This is an optimization exercise on Yosys and OpenROAD, whose aim is small area, a short achievable clock period and few clock cycles per item, not a production implementation. Where RTL was checked, it was by simulation tests only, not by an equivalence proof against the original. For run 2, only the layout was checked, not whether the RTL still works. Power is estimated from default activity; no workload was simulated.

==> flow/design.v, too long to show whole: its modules and the start of the top module <==
// module complex_multiplier: 3377 lines
// module cm_enc: 4 lines
// module cm_sel: 3 lines
// module cm_sel0: 3 lines
// module cm_sels: 3 lines
// module cm_fa: 4 lines
// module cm_ha: 4 lines
// module cm_x3: 3 lines
// module cm_x2: 3 lines
// module cm_xn2: 3 lines
// module cm_g: 3 lines
// module cm_and2: 3 lines
module complex_multiplier #(
    parameter INT_WIDTH = 8,
    parameter FRAC_WIDTH = 8
) (
    input wire clk,
    input wire rst,
    input wire signed [INT_WIDTH+FRAC_WIDTH-1:0] a_real,
    input wire signed [INT_WIDTH+FRAC_WIDTH-1:0] a_imag,
    input wire signed [INT_WIDTH+FRAC_WIDTH-1:0] b_real,
    input wire signed [INT_WIDTH+FRAC_WIDTH-1:0] b_imag,
    output wire signed [INT_WIDTH+FRAC_WIDTH-1:0] out_real,
    output wire signed [INT_WIDTH+FRAC_WIDTH-1:0] out_imag,
    input wire start,
    output reg done
);
  // ...
==> flow/run.sh <==
#!/bin/bash
# synth_recipe.tcl (not shown) runs the flow's synth.tcl, then flattens the netlist and writes it again
# the make line also repeats each setting of config.mk as NAME=value (left out here)
make -C /OpenROAD-flow-scripts/flow DESIGN_CONFIG=/design/flow/config.mk WORK_HOME=/design/flow/orfs CLKGATE_MAP_FILE= SYNTH_SCRIPT=/design/flow/synth_recipe.tcl finish
==> flow/config.mk <==
export PLATFORM = sky130hd
export DESIGN_NAME = complex_multiplier
export DESIGN_NICKNAME = complex_multiplier
export VERILOG_FILES = /design/flow/design.v
export SDC_FILE = /design/flow/constraint.sdc
export NUM_CORES = 4
export LEC_CHECK = 0
export CAP_MARGIN = 20
export CORE_MARGIN = 2
export CORE_UTILIZATION = 40
export SETUP_SLACK_MARGIN = 5
export SLEW_MARGIN = 20
export SYNTH_HIERARCHICAL = 1
export SYNTH_MINIMUM_KEEP_SIZE = 0
==> flow/constraint.sdc <==
create_clock -name core_clock -period 10.0 [get_ports {clk}]
set_input_delay 2.0000 -clock core_clock [delete_from_list [all_inputs] [get_ports {clk}]]
set_output_delay 2.0000 -clock core_clock [all_outputs]
set_load 0.01 [all_outputs]
==> qor.txt, run 1 <==
======================================================================
Run status                                                finished clean
Area Growth Syn to Fin                                          44.90%
Most area-consuming cells after synthesis                 sky130_fd_sc_hd__fa_1 (37%), sky130_fd_sc_hd__xor2_1 (21%), sky130_fd_sc_hd__o22ai_1 (13%)
Final non-filler cell total                                      2,980
Last element of the critical path                             re_q1_10
Kind of cell adding the most delay to the critical path    adder cells
Number of detailed-route iterations in the first pass               11
Vias in the first global route                                  20,800
Sink count of the clock tree                                        97
Die boundary height                                           229.6 um
Core area                                                 0.05017 mm^2
Max rail drop VDD                                          0.0001853 V
Count of final setup violators                                       0
Area fraction in compound gates after synthesis                 17.20%
Comb group                                                   0.00765 W
Most frequent cell on the critical path                   sky130_fd_sc_hd__fa_1
Startpoint type of the worst setup path                   primary input
Warnings from Yosys                                                  7
Tot GR Track Use                                                33.53%
Wirelength per Cell                                           31.76 um
Routability congestion estimate from global placement           0.8462
Category of the most critical setup path                  primary input to flip-flop
Critical path buffers and inverters                                  4
Number of inserted diodes                                            3
Mean instance size in the synthesized netlist               11.07 um^2
Post-Layout Inst Area                                     0.02949 mm^2
Sum of internal, switching and leakage power                0.008820 W
Row cnt                                                             82
Cell depth of the worst setup path                                  10
Type of element capturing the critical path                  flip-flop
Sequential portion of the cell area                             6.602%
Post-synthesis mux area share                                       0%
Die W                                                         229.6 um
Summed negative setup slack over all endpoints                    0 ps
Boundary pin count                                                 100
======================================================================
Testbench counts, summed over its fixed seeds: cycles 4,000, items 4,000.
==> run 2, diff against run 1 <==
--- a/flow/design.v
+++ b/flow/design.v
@@ -9,17 +9,17 @@
     input wire signed [INT_WIDTH+FRAC_WIDTH-1:0] b_real,
     input wire signed [INT_WIDTH+FRAC_WIDTH-1:0] b_imag,
     output wire signed [INT_WIDTH+FRAC_WIDTH-1:0] out_real,
     output wire signed [INT_WIDTH+FRAC_WIDTH-1:0] out_imag,
     input wire start,
     output reg done
 );
   wire onen1, twon1;
-  cm_enc u1 (.y2(b_real[1]), .y1(b_real[0]), .y0(1'b0), .onen(onen1), .twon(twon1));
+  cm_enc0 u1 (.y2(b_real[1]), .y1(b_real[0]), .onen(onen1), .twon(twon1));
   wire negn2 = ~b_real[1];
   wire onen3, twon3;
   cm_enc u3 (.y2(b_real[3]), .y1(b_real[2]), .y0(b_real[1]), .onen(onen3), .twon(twon3));
   wire negn4 = ~b_real[3];
   wire onen5, twon5;
   cm_enc u5 (.y2(b_real[5]), .y1(b_real[4]), .y0(b_real[3]), .onen(onen5), .twon(twon5));
   wire negn6 = ~b_real[5];
   wire onen7, twon7;
@@ -33,17 +33,17 @@
   wire negn12 = ~b_real[11];
   wire onen13, twon13;
   cm_enc u13 (.y2(b_real[13]), .y1(b_real[12]), .y0(b_real[11]), .onen(onen13), .twon(twon13));
   wire negn14 = ~b_real[13];
   wire onen15, twon15;
   cm_enc u15 (.y2(b_real[15]), .y1(b_real[14]), .y0(b_real[13]), .onen(onen15), .twon(twon15));
   wire negn16 = ~b_real[15];
   wire onen17, twon17;
-  cm_enc u17 (.y2(b_imag[1]), .y1(b_imag[0]), .y0(1'b0), .onen(onen17), .twon(twon17));
+  cm_enc0 u17 (.y2(b_imag[1]), .y1(b_imag[0]), .onen(onen17), .twon(twon17));
   wire negn18 = ~b_imag[1];
   wire onen19, twon19;
   cm_enc u19 (.y2(b_imag[3]), .y1(b_imag[2]), .y0(b_imag[1]), .onen(onen19), .twon(twon19));
   wire negn20 = ~b_imag[3];
   wire onen21, twon21;
   cm_enc u21 (.y2(b_imag[5]), .y1(b_imag[4]), .y0(b_imag[3]), .onen(onen21), .twon(twon21));
   wire negn22 = ~b_imag[5];
   wire onen23, twon23;
@@ -1078,62 +1078,56 @@
   wire p539;
   cm_and2 u539 (.a(p527), .b(p526), .y(p539));
   wire g540;
   cm_and2 u540 (.a(pp36), .b(g525), .y(g540));
   wire g541;
   cm_g u541 (.g1(g538), .p1(p539), .g0(g540), .g(g541));
   wire g542;
   cm_g u542 (.g1(g536), .p1(p537), .g0(g541), .g(g542));
-  wire s543, c543;
-  cm_ha u543 (.a(1'b1), .b(negn22), .s(s543), .co(c543));
-  wire s544, c544;
-  cm_ha u544 (.a(1'b1), .b(pp284), .s(s544), .co(c544));
+  wire inv543 = ~negn22;
+  wire inv544 = ~pp284;
   wire s545, c545;
-  cm_fa u545 (.a(1'b1), .b(negn24), .c(pp286), .s(s545), .co(c545));
+  cm_fa1 u545 (.a(negn24), .b(pp286), .s(s545), .co(c545));
   wire s546, c546;
   cm_ha u546 (.a(pp316), .b(pp346), .s(s546), .co(c546));
   wire s547, c547;
-  cm_fa u547 (.a(1'b1), .b(pp288), .c(pp318), .s(s547), .co(c547));
+  cm_fa1 u547 (.a(pp288), .b(pp318), .s(s547), .co(c547));
   wire s548, c548;
   cm_ha u548 (.a(pp348), .b(pp378), .s(s548), .co(c548));
-  wire s549, c549;
-  cm_ha u549 (.a(1'b1), .b(negn20), .s(s549), .co(c549));
-  wire s550, c550;
-  cm_ha u550 (.a(1'b1), .b(pp280), .s(s550), .co(c550));
+  wire inv549 = ~negn20;
+  wire inv550 = ~pp280;
   wire s551, c551;
-  cm_fa u551 (.a(s543), .b(pp282), .c(pp312), .s(s551), .co(c551));
+  cm_fa u551 (.a(inv543), .b(pp282), .c(pp312), .s(s551), .co(c551));
   wire s552, c552;
-  cm_fa u552 (.a(c543), .b(pp314), .c(pp344), .s(s552), .co(c552));
+  cm_fa u552 (.a(negn22), .b(pp314), .c(pp344), .s(s552), .co(c552));
   wire s553, c553;
-  cm_fa u553 (.a(pp376), .b(c544), .c(s545), .s(s553), .co(c553));
+  cm_fa u553 (.a(pp376), .b(pp284), .c(s545), .s(s553), .co(c553));
   wire s554, c554;
   cm_fa u554 (.a(c545), .b(c546), .c(s547), .s(s554), .co(c554));
-  wire s555, c555;
-  cm_ha u555 (.a(1'b1), .b(negn18), .s(s555), .co(c555));
-  wire s556, c556;
-  cm_ha u556 (.a(1'b1), .b(pp276), .s(s556), .co(c556));
+  wire inv555 = ~negn18;
+  wire inv556 = ~pp276;
   wire s557, c557;
-  cm_fa u557 (.a(s549), .b(pp278), .c(pp308), .s(s557), .co(c557));
+  cm_fa u557 (.a(inv549), .b(pp278), .c(pp308), .s(s557), .co(c557));
   wire s558, c558;
-  cm_fa u558 (.a(c549), .b(pp310), .c(s550), .s(s558), .co(c558));
+  cm_fa u558 (.a(negn20), .b(pp310), .c(inv550), .s(s558), .co(c558));
   wire s559, c559;
-  cm_fa u559 (.a(pp342), .b(c550), .c(s551), .s(s559), .co(c559));
+  cm_fa u559 (.a(pp342), .b(pp280), .c(s551), .s(s559), .co(c559));
   wire s560, c560;
-  cm_fa u560 (.a(c551), .b(s544), .c(s552), .s(s560), .co(c560));
+  cm_fa u560 (.a(c551), .b(inv544), .c(s552), .s(s560), .co(c560));
   wire s561, c561;
   cm_fa u561 (.a(c552), .b(s546), .c(s553), .s(s561), .co(c561));
   wire s562, c562;
   cm_fa u562 (.a(s548), .b(c553), .c(s554), .s(s562), .co(c562));
   wire p563, g563;
-  cm_ha u563 (.a(s555), .b(pp274), .s(p563), .co(g563));
+  cm_ha u563 (.a(inv555), .b(pp274), .s(p563), .co(g563));
   wire p564, g564;
-  cm_ha u564 (.a(c555), .b(s556), .s(p564), .co(g564));
+  cm_ha u564 (.a(negn18), .b(inv556), .s(p564), .co(g564));
   wire p565, g565;
-  cm_ha u565 (.a(c556), .b(s557), .s(p565), .co(g565));
+  cm_ha u565 (.a(pp276), .b(s557), .s(p565), .co(g565));
   wire p566, g566;
   cm_ha u566 (.a(c557), .b(s558), .s(p566), .co(g566));
   wire p567, g567;
   cm_ha u567 (.a(c558), .b(s559), .s(p567), .co(g567));
   wire p568, g568;
   cm_ha u568 (.a(c559), .b(s560), .s(p568), .co(g568));
   wire p569, g569;
   cm_ha u569 (.a(c560), .b(s561), .s(p569), .co(g569));
@@ -1201,31 +1195,30 @@
   cm_fa u600 (.a(pp126), .b(pp156), .c(pp186), .s(s600), .co(c600));
   wire s601, c601;
   cm_fa u601 (.a(pp214), .b(pp238), .c(pp258), .s(s601), .co(c601));
   wire s602, c602;
   cm_fa u602 (.a(pp306), .b(pp336), .c(pp366), .s(s602), .co(c602));
   wire s603, c603;
   cm_ha u603 (.a(pp396), .b(pp426), .s(s603), .co(c603));
   wire s604, c604;
-  cm_fa u604 (.a(1'b1), .b(pp128), .c(pp158), .s(s604), .co(c604));
+  cm_fa1 u604 (.a(pp128), .b(pp158), .s(s604), .co(c604));
   wire s605, c605;
   cm_fa u605 (.a(pp188), .b(pp216), .c(pp240), .s(s605), .co(c605));
   wire s606, c606;
   cm_fa u606 (.a(pp260), .b(pp338), .c(pp368), .s(s606), .co(c606));
   wire s607, c607;
-  cm_fa u607 (.a(1'b1), .b(pp100), .c(pp130), .s(s607), .co(c607));
+  cm_fa1 u607 (.a(pp100), .b(pp130), .s(s607), .co(c607));
   wire s608, c608;
   cm_fa u608 (.a(pp160), .b(pp190), .c(pp218), .s(s608), .co(c608));
   wire s609, c609;
   cm_ha u609 (.a(pp242), .b(pp262), .s(s609), .co(c609));
   wire s610, c610;
   cm_fa u610 (.a(pp132), .b(pp162), .c(pp192), .s(s610), .co(c610));
-  wire s611, c611;
-  cm_ha u611 (.a(1'b1), .b(pp134), .s(s611), .co(c611));
+  wire inv611 = ~pp134;
   wire s612, c612;
   cm_fa u612 (.a(c514), .b(c547), .c(c548), .s(s612), .co(c612));
   wire s613, c613;
   cm_fa u613 (.a(s582), .b(s583), .c(s584), .s(s613), .co(c613));
   wire s614, c614;
   cm_fa u614 (.a(pp172), .b(pp292), .c(pp322), .s(s614), .co(c614));
   wire s615, c615;
   cm_fa u615 (.a(pp352), .b(pp382), .c(pp412), .s(s615), .co(c615));
@@ -1321,17 +1314,17 @@
   cm_fa u660 (.a(pp486), .b(pp506), .c(c610), .s(s660), .co(c660));
   wire s661, c661;
   cm_fa u661 (.a(pp166), .b(pp196), .c(pp224), .s(s661), .co(c661));
   wire s662, c662;
   cm_fa u662 (.a(pp248), .b(pp268), .c(pp406), .s(s662), .co(c662));
   wire s663, c663;
   cm_fa u663 (.a(pp436), .b(pp464), .c(pp488), .s(s663), .co(c663));
   wire s664, c664;
-  cm_fa u664 (.a(1'b1), .b(pp168), .c(pp198), .s(s664), .co(c664));
+  cm_fa1 u664 (.a(pp168), .b(pp198), .s(s664), .co(c664));
   wire s665, c665;
   cm_fa u665 (.a(pp226), .b(pp250), .c(pp270), .s(s665), .co(c665));
   wire s666, c666;
   cm_ha u666 (.a(pp408), .b(pp438), .s(s666), .co(c666));
   wire s667;
   cm_x3 u667 (.a(pp200), .b(pp228), .c(pp252), .s(s667));
   wire s668, c668;
   cm_fa u668 (.a(s585), .b(c518), .c(s612), .s(s668), .co(c668));
@@ -1401,23 +1394,23 @@
   cm_fa u700 (.a(c649), .b(c650), .c(s610), .s(s700), .co(c700));
   wire s701, c701;
   cm_fa u701 (.a(s653), .b(s654), .c(s655), .s(s701), .co(c701));
   wire s702, c702;
   cm_fa u702 (.a(c651), .b(s656), .c(c652), .s(s702), .co(c702));
   wire s703, c703;
   cm_fa u703 (.a(c653), .b(c654), .c(c655), .s(s703), .co(c703));
   wire s704, c704;
-  cm_fa u704 (.a(s611), .b(s657), .c(s658), .s(s704), .co(c704));
+  cm_fa u704 (.a(inv611), .b(s657), .c(s658), .s(s704), .co(c704));
   wire s705, c705;
   cm_fa u705 (.a(s659), .b(c656), .c(s660), .s(s705), .co(c705));
   wire s706, c706;
-  cm_fa u706 (.a(pp508), .b(c611), .c(c657), .s(s706), .co(c706));
+  cm_fa u706 (.a(pp508), .b(c657), .c(c658), .s(s706), .co(c706));
   wire s707, c707;
-  cm_fa u707 (.a(c658), .b(c659), .c(s661), .s(s707), .co(c707));
+  cm_fa u707 (.a(c659), .b(pp134), .c(s661), .s(s707), .co(c707));
   wire s708, c708;
   cm_fa u708 (.a(s662), .b(s663), .c(c660), .s(s708), .co(c708));
   wire s709, c709;
   cm_fa u709 (.a(pp466), .b(pp490), .c(pp510), .s(s709), .co(c709));
   wire s710, c710;
   cm_fa u710 (.a(c661), .b(c662), .c(c663), .s(s710), .co(c710));
   wire s711, c711;
   cm_fa u711 (.a(s664), .b(s665), .c(s666), .s(s711), .co(c711));
@@ -2641,31 +2634,30 @@
   cm_fa u1320 (.a(pp1035), .b(pp1065), .c(pp1095), .s(s1320), .co(c1320));
   wire s1321, c1321;
   cm_fa u1321 (.a(pp1125), .b(pp1155), .c(pp1183), .s(s1321), .co(c1321));
   wire s1322, c1322;
   cm_fa u1322 (.a(pp1207), .b(pp1227), .c(pp795), .s(s1322), .co(c1322));
   wire s1323, c1323;
   cm_ha u1323 (.a(pp825), .b(pp855), .s(s1323), .co(c1323));
   wire s1324, c1324;
-  cm_fa u1324 (.a(1'b1), .b(pp1067), .c(pp1097), .s(s1324), .co(c1324));
+  cm_fa1 u1324 (.a(pp1067), .b(pp1097), .s(s1324), .co(c1324));
   wire s1325, c1325;
   cm_fa u1325 (.a(pp1127), .b(pp1157), .c(pp1185), .s(s1325), .co(c1325));
   wire s1326, c1326;
   cm_fa u1326 (.a(pp1209), .b(pp1229), .c(pp827), .s(s1326), .co(c1326));
   wire s1327, c1327;
-  cm_fa u1327 (.a(1'b1), .b(pp1069), .c(pp1099), .s(s1327), .co(c1327));
+  cm_fa1 u1327 (.a(pp1069), .b(pp1099), .s(s1327), .co(c1327));
   wire s1328, c1328;
   cm_fa u1328 (.a(pp1129), .b(pp1159), .c(pp1187), .s(s1328), .co(c1328));
   wire s1329, c1329;
   cm_ha u1329 (.a(pp1211), .b(pp1231), .s(s1329), .co(c1329));
   wire s1330, c1330;
   cm_fa u1330 (.a(pp1101), .b(pp1131), .c(pp1161), .s(s1330), .co(c1330));
-  wire s1331, c1331;
-  cm_ha u1331 (.a(1'b1), .b(pp1103), .s(s1331), .co(c1331));
+  wire inv1331 = ~pp1103;
   wire s1332, c1332;
   cm_fa u1332 (.a(pp869), .b(pp899), .c(c1243), .s(s1332), .co(c1332));
   wire s1333, c1333;
   cm_fa u1333 (.a(c1273), .b(s1303), .c(s1304), .s(s1333), .co(c1333));
   wire s1334, c1334;
   cm_fa u1334 (.a(pp1051), .b(pp1081), .c(pp1111), .s(s1334), .co(c1334));
   wire s1335, c1335;
   cm_fa u1335 (.a(pp1141), .b(pp781), .c(pp811), .s(s1335), .co(c1335));
@@ -2761,17 +2753,17 @@
   cm_fa u1380 (.a(pp975), .b(pp995), .c(c1330), .s(s1380), .co(c1380));
   wire s1381, c1381;
   cm_fa u1381 (.a(pp1135), .b(pp1165), .c(pp1193), .s(s1381), .co(c1381));
   wire s1382, c1382;
   cm_fa u1382 (.a(pp1217), .b(pp1237), .c(pp895), .s(s1382), .co(c1382));
   wire s1383, c1383;
   cm_fa u1383 (.a(pp925), .b(pp953), .c(pp977), .s(s1383), .co(c1383));
   wire s1384, c1384;
-  cm_fa u1384 (.a(1'b1), .b(pp1137), .c(pp1167), .s(s1384), .co(c1384));
+  cm_fa1 u1384 (.a(pp1137), .b(pp1167), .s(s1384), .co(c1384));
   wire s1385, c1385;
   cm_fa u1385 (.a(pp1195), .b(pp1219), .c(pp1239), .s(s1385), .co(c1385));
   wire s1386, c1386;
   cm_ha u1386 (.a(pp897), .b(pp927), .s(s1386), .co(c1386));
   wire s1387;
   cm_x3 u1387 (.a(pp1001), .b(pp1169), .c(pp1197), .s(s1387));
   wire s1388, c1388;
   cm_fa u1388 (.a(s1305), .b(c1247), .c(c1277), .s(s1388), .co(c1388));
@@ -2841,23 +2833,23 @@
   cm_fa u1420 (.a(c1369), .b(c1370), .c(s1330), .s(s1420), .co(c1420));
   wire s1421, c1421;
   cm_fa u1421 (.a(s1373), .b(s1374), .c(s1375), .s(s1421), .co(c1421));
   wire s1422, c1422;
   cm_fa u1422 (.a(c1371), .b(s1376), .c(c1372), .s(s1422), .co(c1422));
   wire s1423, c1423;
   cm_fa u1423 (.a(c1373), .b(c1374), .c(c1375), .s(s1423), .co(c1423));
   wire s1424, c1424;
-  cm_fa u1424 (.a(s1331), .b(s1377), .c(s1378), .s(s1424), .co(c1424));
+  cm_fa u1424 (.a(inv1331), .b(s1377), .c(s1378), .s(s1424), .co(c1424));
   wire s1425, c1425;
   cm_fa u1425 (.a(s1379), .b(c1376), .c(s1380), .s(s1425), .co(c1425));
   wire s1426, c1426;
-  cm_fa u1426 (.a(pp997), .b(c1331), .c(c1377), .s(s1426), .co(c1426));
+  cm_fa u1426 (.a(pp997), .b(c1377), .c(c1378), .s(s1426), .co(c1426));
   wire s1427, c1427;
-  cm_fa u1427 (.a(c1378), .b(c1379), .c(s1381), .s(s1427), .co(c1427));
+  cm_fa u1427 (.a(c1379), .b(pp1103), .c(s1381), .s(s1427), .co(c1427));
   wire s1428, c1428;
   cm_fa u1428 (.a(s1382), .b(s1383), .c(c1380), .s(s1428), .co(c1428));
   wire s1429, c1429;
   cm_fa u1429 (.a(pp955), .b(pp979), .c(pp999), .s(s1429), .co(c1429));
   wire s1430, c1430;
   cm_fa u1430 (.a(c1381), .b(c1382), .c(c1383), .s(s1430), .co(c1430));
   wire s1431, c1431;
   cm_fa u1431 (.a(s1384), .b(s1385), .c(s1386), .s(s1431), .co(c1431));
@@ -3400,14 +3392,22 @@
   assign s = a ^ b ^ c;
 endmodule
 module cm_x2 (input wire a, input wire b, output wire s);
   assign s = a ^ b;
 endmodule
 module cm_xn2 (input wire a, input wire b, output wire s);
   assign s = ~(a ^ b);
 endmodule
+module cm_fa1 (input wire a, input wire b, output wire s, output wire co);
+  assign s = ~(a ^ b);
+  assign co = a | b;
+endmodule
+module cm_enc0 (input wire y2, input wire y1, output wire onen, output wire twon);
+  assign onen = ~y1;
+  assign twon = ~(y2 & ~y1);
+endmodule
 module cm_g (input wire g1, input wire p1, input wire g0, output wire g);
   assign g = g1 | (p1 & g0);
 endmodule
 module cm_and2 (input wire a, input wire b, output wire y);
   assign y = a & b;
 endmodule
==> flow/flow/run.sh (new file) <==
#!/bin/bash
# The standard layout (the standard.sh, standard synthesis unchanged), with two
# placement/resizer settings changed: the input and output ports get a plain buffer
# (buf_4) instead of the resizer's default pick, and the resizer may swap a cell for one
# of another footprint when it repairs timing.
set -euo pipefail
bash standard.sh BUFFER_PORTS_ARGS="-buffer_cell sky130_fd_sc_hd__buf_4" MATCH_CELL_FOOTPRINT=0 finish > layout.log 2>&1
==> flow/standard.sh (new file) <==
#!/bin/bash
# synth_recipe.tcl (not shown) runs the flow's synth.tcl, then flattens the netlist and writes it again
# the make line also repeats each setting of config.mk as NAME=value (left out here)
make -C /OpenROAD-flow-scripts/flow DESIGN_CONFIG=/design/flow/config.mk WORK_HOME=/design/flow/orfs CLKGATE_MAP_FILE= SYNTH_SCRIPT=/design/flow/synth_recipe.tcl "${@:-finish}"
==> flow/config.mk (replaced) <==
export PLATFORM = sky130hd
export DESIGN_NAME = complex_multiplier
export DESIGN_NICKNAME = complex_multiplier
export VERILOG_FILES = /design/flow/design.v
export SDC_FILE = /design/flow/constraint.sdc
export NUM_CORES = 4
export LEC_CHECK = 0
export CAP_MARGIN = 20
export CORE_MARGIN = 2
export CORE_UTILIZATION = 40
export SETUP_SLACK_MARGIN = 4.5
export SLEW_MARGIN = 20
export SYNTH_HIERARCHICAL = 1
export SYNTH_MINIMUM_KEEP_SIZE = 0
removed: flow/run.sh
==> run 2 against run 1 <==
Utilization is 13 points lower. Critical path depth did not move. Combinational power is 14% lower. Critical path type unchanged. Critical endpoint is now re_q1_7.
==> qor.txt, run 2 <==
===============================================================================================
Run status                                                                         finished clean   unchanged
Final hold violations                                                                         0   unchanged
Number of nets with antenna violations after routing                                          0   unchanged
Worst-path fanout max                                                                        41   was 7
Count of port buffers added during placement                                                 99   unchanged
Pins Over Slew Limit                                                                          0   unchanged
Leakage power                                                                          10.14 nW   was 12.67 nW
Data arrival time of the critical path                                                  5710 ps   was 5910 ps
Max rail drop VDD                                                                   0.0001728 V   was 0.0001853 V
Most repeated cell in the gate-level netlist after synthesis                       sky130_fd_sc_hd__xor2_1   unchanged
Tightest Hold Check Type                                                           primary input to asynchronous set/reset pin   unchanged
Boundary pin count                                                                          100   unchanged
P per Cell Area                                                                    339.7 mW/mm^2   was 299.1 mW/mm^2
Vias in the first global route                                                           18,140   was 20,800
Die outline area                                                                   0.05253 mm^2   was 0.05270 mm^2
Sink count of the clock tree                                                                 97   unchanged
Post-synth EDFFs                                                                              0   unchanged
Wire length after detailed routing                                                    68,230 um   was 94,640 um
Htree depth                                                                                   3   unchanged
Share of Yosys cell area claimed by the top area cell type                               36.22%   was 36.89%
Post-synthesis sequential element count                                                      97   unchanged
RSZ-0062 raised after global routing                                                       true   unchanged
Warnings from Yosys                                                                           7   unchanged
Wire length of the first global-routing pass                                         105,200 um   was 130,800 um
Share of async-settable or async-resettable flops after synthesis                        1.031%   unchanged
Distinct cell type count after synthesis                                                     16   unchanged
Most area-consuming cells after synthesis                                          sky130_fd_sc_hd__fa_1 (36%), sky130_fd_sc_hd__xor2_1 (21%), sky130_fd_sc_hd__o22ai_1 (13%)   was sky130_fd_sc_hd__fa_1 (37%), sky130_fd_sc_hd__xor2_1 (21%), sky130_fd_sc_hd__o22ai_1 (13%)
Kind of cell adding the most delay to the critical path                             adder cells   unchanged
Area Growth Syn to Fin                                                                   13.31%   was 44.90%
Overflow left after global routing                                                            0   unchanged
Die boundary height                                                                    229.2 um   was 229.6 um
Tot GR Track Use                                                                         25.94%   was 33.53%
Summed negative setup slack over all endpoints                                             0 ps   unchanged
Routability congestion estimate from global placement                                    0.8875   was 0.8462
Cells traversed along the worst timing path                                        buf_12, xnor2_4, buf_4, o22ai_1, xor2_1, fa_1, fa_1, fa_1, fa_1, fa_1   was clkdlybuf4s15_1, clkinvlp_4, buf_4, buf_4, o22ai_1, xor2_2, fa_1, fa_1, fa_1, fa_2
Category of the most critical setup path                                           primary input to flip-flop   unchanged
Detailed Route Iter0 Violations                                                           2,070   was 3,889
Number of CTS-inserted buffers                                                                9   unchanged
Largest net degree at the start of global routing                                            42   was 35
Type of element capturing the critical path                                           flip-flop   unchanged
Synth Flop Type                                                                    sky130_fd_sc_hd__dfxtp_1   unchanged
Post-synthesis cell area                                                           0.02028 mm^2   was 0.02035 mm^2
Final period demand of the worst path                                                   5448 ps   was 5641 ps
Number of inserted diodes                                                                     0   was 3
Initial core utilization                                                                 40.51%   was 40.57%
Hold WS                                                                                 1451 ps   was 1746 ps
Die W                                                                                  229.2 um   was 229.6 um
Routed via count divided by cell count                                                    6.257   was 6.867
Number of detailed-route iterations in the first pass                                         6   was 11
Wirelength per Cell                                                                    25.30 um   was 31.76 um
Clock tree from TritonCTS                                                                   yes   unchanged
Ratio of cells with drive above 1 in the final layout                                    11.75%   was 34.23%
Slew at the pin closest to its max-slew limit                                           1092 ps   was 966.5 ps
Finished Core Util                                                                       45.90%   was 58.78%
Startpoint type of the worst setup path                                            primary input   unchanged
Mean instance size in the synthesized netlist                                        10.89 um^2   was 11.07 um^2
Count of final setup violators                                                                0   unchanged
Most common cell after layout, fill and taps aside                                 sky130_fd_sc_hd__xor2_1   unchanged
Most frequent cell on the critical path                                            sky130_fd_sc_hd__fa_1   unchanged
Clock Path Buffers                                                                            2   unchanged
CP max-delay cell                                                                  sky130_fd_sc_hd__fa_1   was sky130_fd_sc_hd__o22ai_1
Sum of internal, switching and leakage power                                         0.007807 W   was 0.008820 W
Fraction of the yosys area taken by sequential cells                                     9.598%   was 9.566%
Critical path buffers and inverters                                                           2   was 4
Number of maximum-capacitance constraint violations                                           0   unchanged
Most used cells in the layout excluding fill and tap cells                         sky130_fd_sc_hd__xor2_1 (496), sky130_fd_sc_hd__o22ai_1 (432), sky130_fd_sc_hd__fa_1 (367)   was sky130_fd_sc_hd__xor2_1 (449), sky130_fd_sc_hd__o22ai_1 (332), sky130_fd_sc_hd__fa_1 (259)
Top achievable clock speed                                                            183.6 MHz   was 177.3 MHz
Core area                                                                          0.05007 mm^2   was 0.05017 mm^2
Nets                                                                                      2,571   was 2,858
HPWL after DPL                                                                        43,800 um   was 43,780 um
Routed via count                                                                         16,880   was 20,460
Share of the clock period used by the worst path after layout                            54.48%   was 56.41%
Commonest cells in the netlist                                                     sky130_fd_sc_hd__xor2_1 (496), sky130_fd_sc_hd__o22ai_1 (432), sky130_fd_sc_hd__fa_1 (367)   was sky130_fd_sc_hd__xor2_1 (496), sky130_fd_sc_hd__o22ai_1 (432), sky130_fd_sc_hd__fa_1 (375)
Tightest slew margin relative to the limit                                               27.15%   was 35.57%
Row cnt                                                                                      82   unchanged
Cell taking the most area after synthesis                                          sky130_fd_sc_hd__fa_1   unchanged
Antenna violations before repair                                                              0   was 9
Clock root buffer                                                                  sky130_fd_sc_hd__clkbuf_16   unchanged
Largest stage delay on the critical path                                                 540 ps   was 740 ps
Cell count after synthesis                                                                1,862   was 1,839
DRC violations left                                                                           0   unchanged
Clock input transition at the sequential cells of the worst setup and hold paths          60 ps   was 70 ps
Crit path required time                                                               10,260 ps   was 10,270 ps
===============================================================================================
run 2: changes by cell type after synthesis, sizes merged:
cell	delta
xnor2	-2
nand2b	+2
inv	+39
nor2	-2
and3b	-2
conb	-2
fa	-8
a21oi	-2
run 2: report_power, final:
| part | internal, W | leakage, nW | switching [W] |
|---|---|---|---|
| combinational | 0.00325 | 9.17 | 0.00336 |
| sequential | 0.000706 | 0.821 | 0.000114 |
| clock | 0.000224 | 0.153 | 0.000156 |
run 2: kinds of logic (layout without fill, tap and decap cells):
family	Yosys count	count (layout)	share of synthesized area [%]
AO/OA/AOI/OAI	531	532	17.17
XOR/XNOR	542	542	24.59
adder cells (fa/ha/maj)	483	483	43.38
AND/OR/NAND/NOR	97	97	2.597
flip-flops	97	97	9.598
buffers and inverters	112	274	2.665
run 2: worst paths after layout:
path                           start       to  cells past startpoint
setup / recovery           b_real[5]  re_q1_7                     10
hold / removal                   rst     done                      2
max in group asynchronous        rst     done                      2
min in group core_clock        start     done                      1
run 2: layer usage:
metal  share of wire [%]  wire length, um  GRT usage (%)
met5                   0                0         0.4596
met4                 3.7             2521          10.13
met3                  11             7424          7.234
met2                  46            31460          40.23
met1                  39            26820          34.32
run 2: final cells by class:
class,instances,area (um^2)
Tap cell,672,840.8
Multi-Input combinational cell,1654,18070
Timing Repair inverter,1,5.005
Inverter,80,307.8
Fill cell,4746,27090
Timing Repair Buffer,178,1499
Clock buffer,12,246.5
Clock inverter,3,65.06
Sequential cell,97,1947
run 2: repair_timing:
action,4_1_cts,5_1_grt
pin swaps,2,3
setup buffers,8,9
hold buffers,0,0
cloned,1,1
gates resized for setup,24,20
endpoints found under the setup margin,69,30
run 2: per-module statistics from Yosys (local to each module, per instance), excerpt:
module | copies in the design | flip-flops and latches | cells
cm_ha | 108 | 0 | 1
cm_sel | 432 | 0 | 1
cm_and2 | 35 | 0 | 1
cm_enc | 14 | 0 | 4
complex_multiplier | 1 | 97 | 175
cm_sels | 16 | 0 | 1
cm_x3 | 16 | 0 | 1
cm_xn2 | 16 | 0 | 1
run 2: metrics by stage:
stage               setup WS, ps  cells  area, um^2
floorplan                   4500   1862       20470
global placement            3722   2663       22330
detailed placement          3618   2663       22330
CTS                         4503   2687       22810
global route                4489   2697       22980
finish                      4552   2697       22980

[port drivers added, routing unchanged]
The results above use ideal ports. As a check the final layouts listed here were re-extracted and re-timed, cells and wires unchanged. Step 1, drivers: a clkbuf_16 drives clk and a buf_2 each remaining input, both assumed. Step 2 times the ports against the registers' clock, not the clock port: input delays grow and output delays shrink by t, the midpoint of the rising clock arrivals with the driver on. Three values: ideal ports, drivers, drivers and shift; two values: the first two.
run | t (ns) | setup WS [ns] | worst hold slack (ns)
run 1 | 0.439 | 4.359 / 4.390 / 3.951 | 1.746 / 1.712 / 2.151
run 2 | 0.433 | 4.552 / 4.548 / 4.114 | 1.451 / 1.426 / 1.860
After both steps every run listed still meets setup and hold. The setup slack of run 2, which loses most, moves by -0.004 ns with the drivers and by -0.438 ns with both steps.
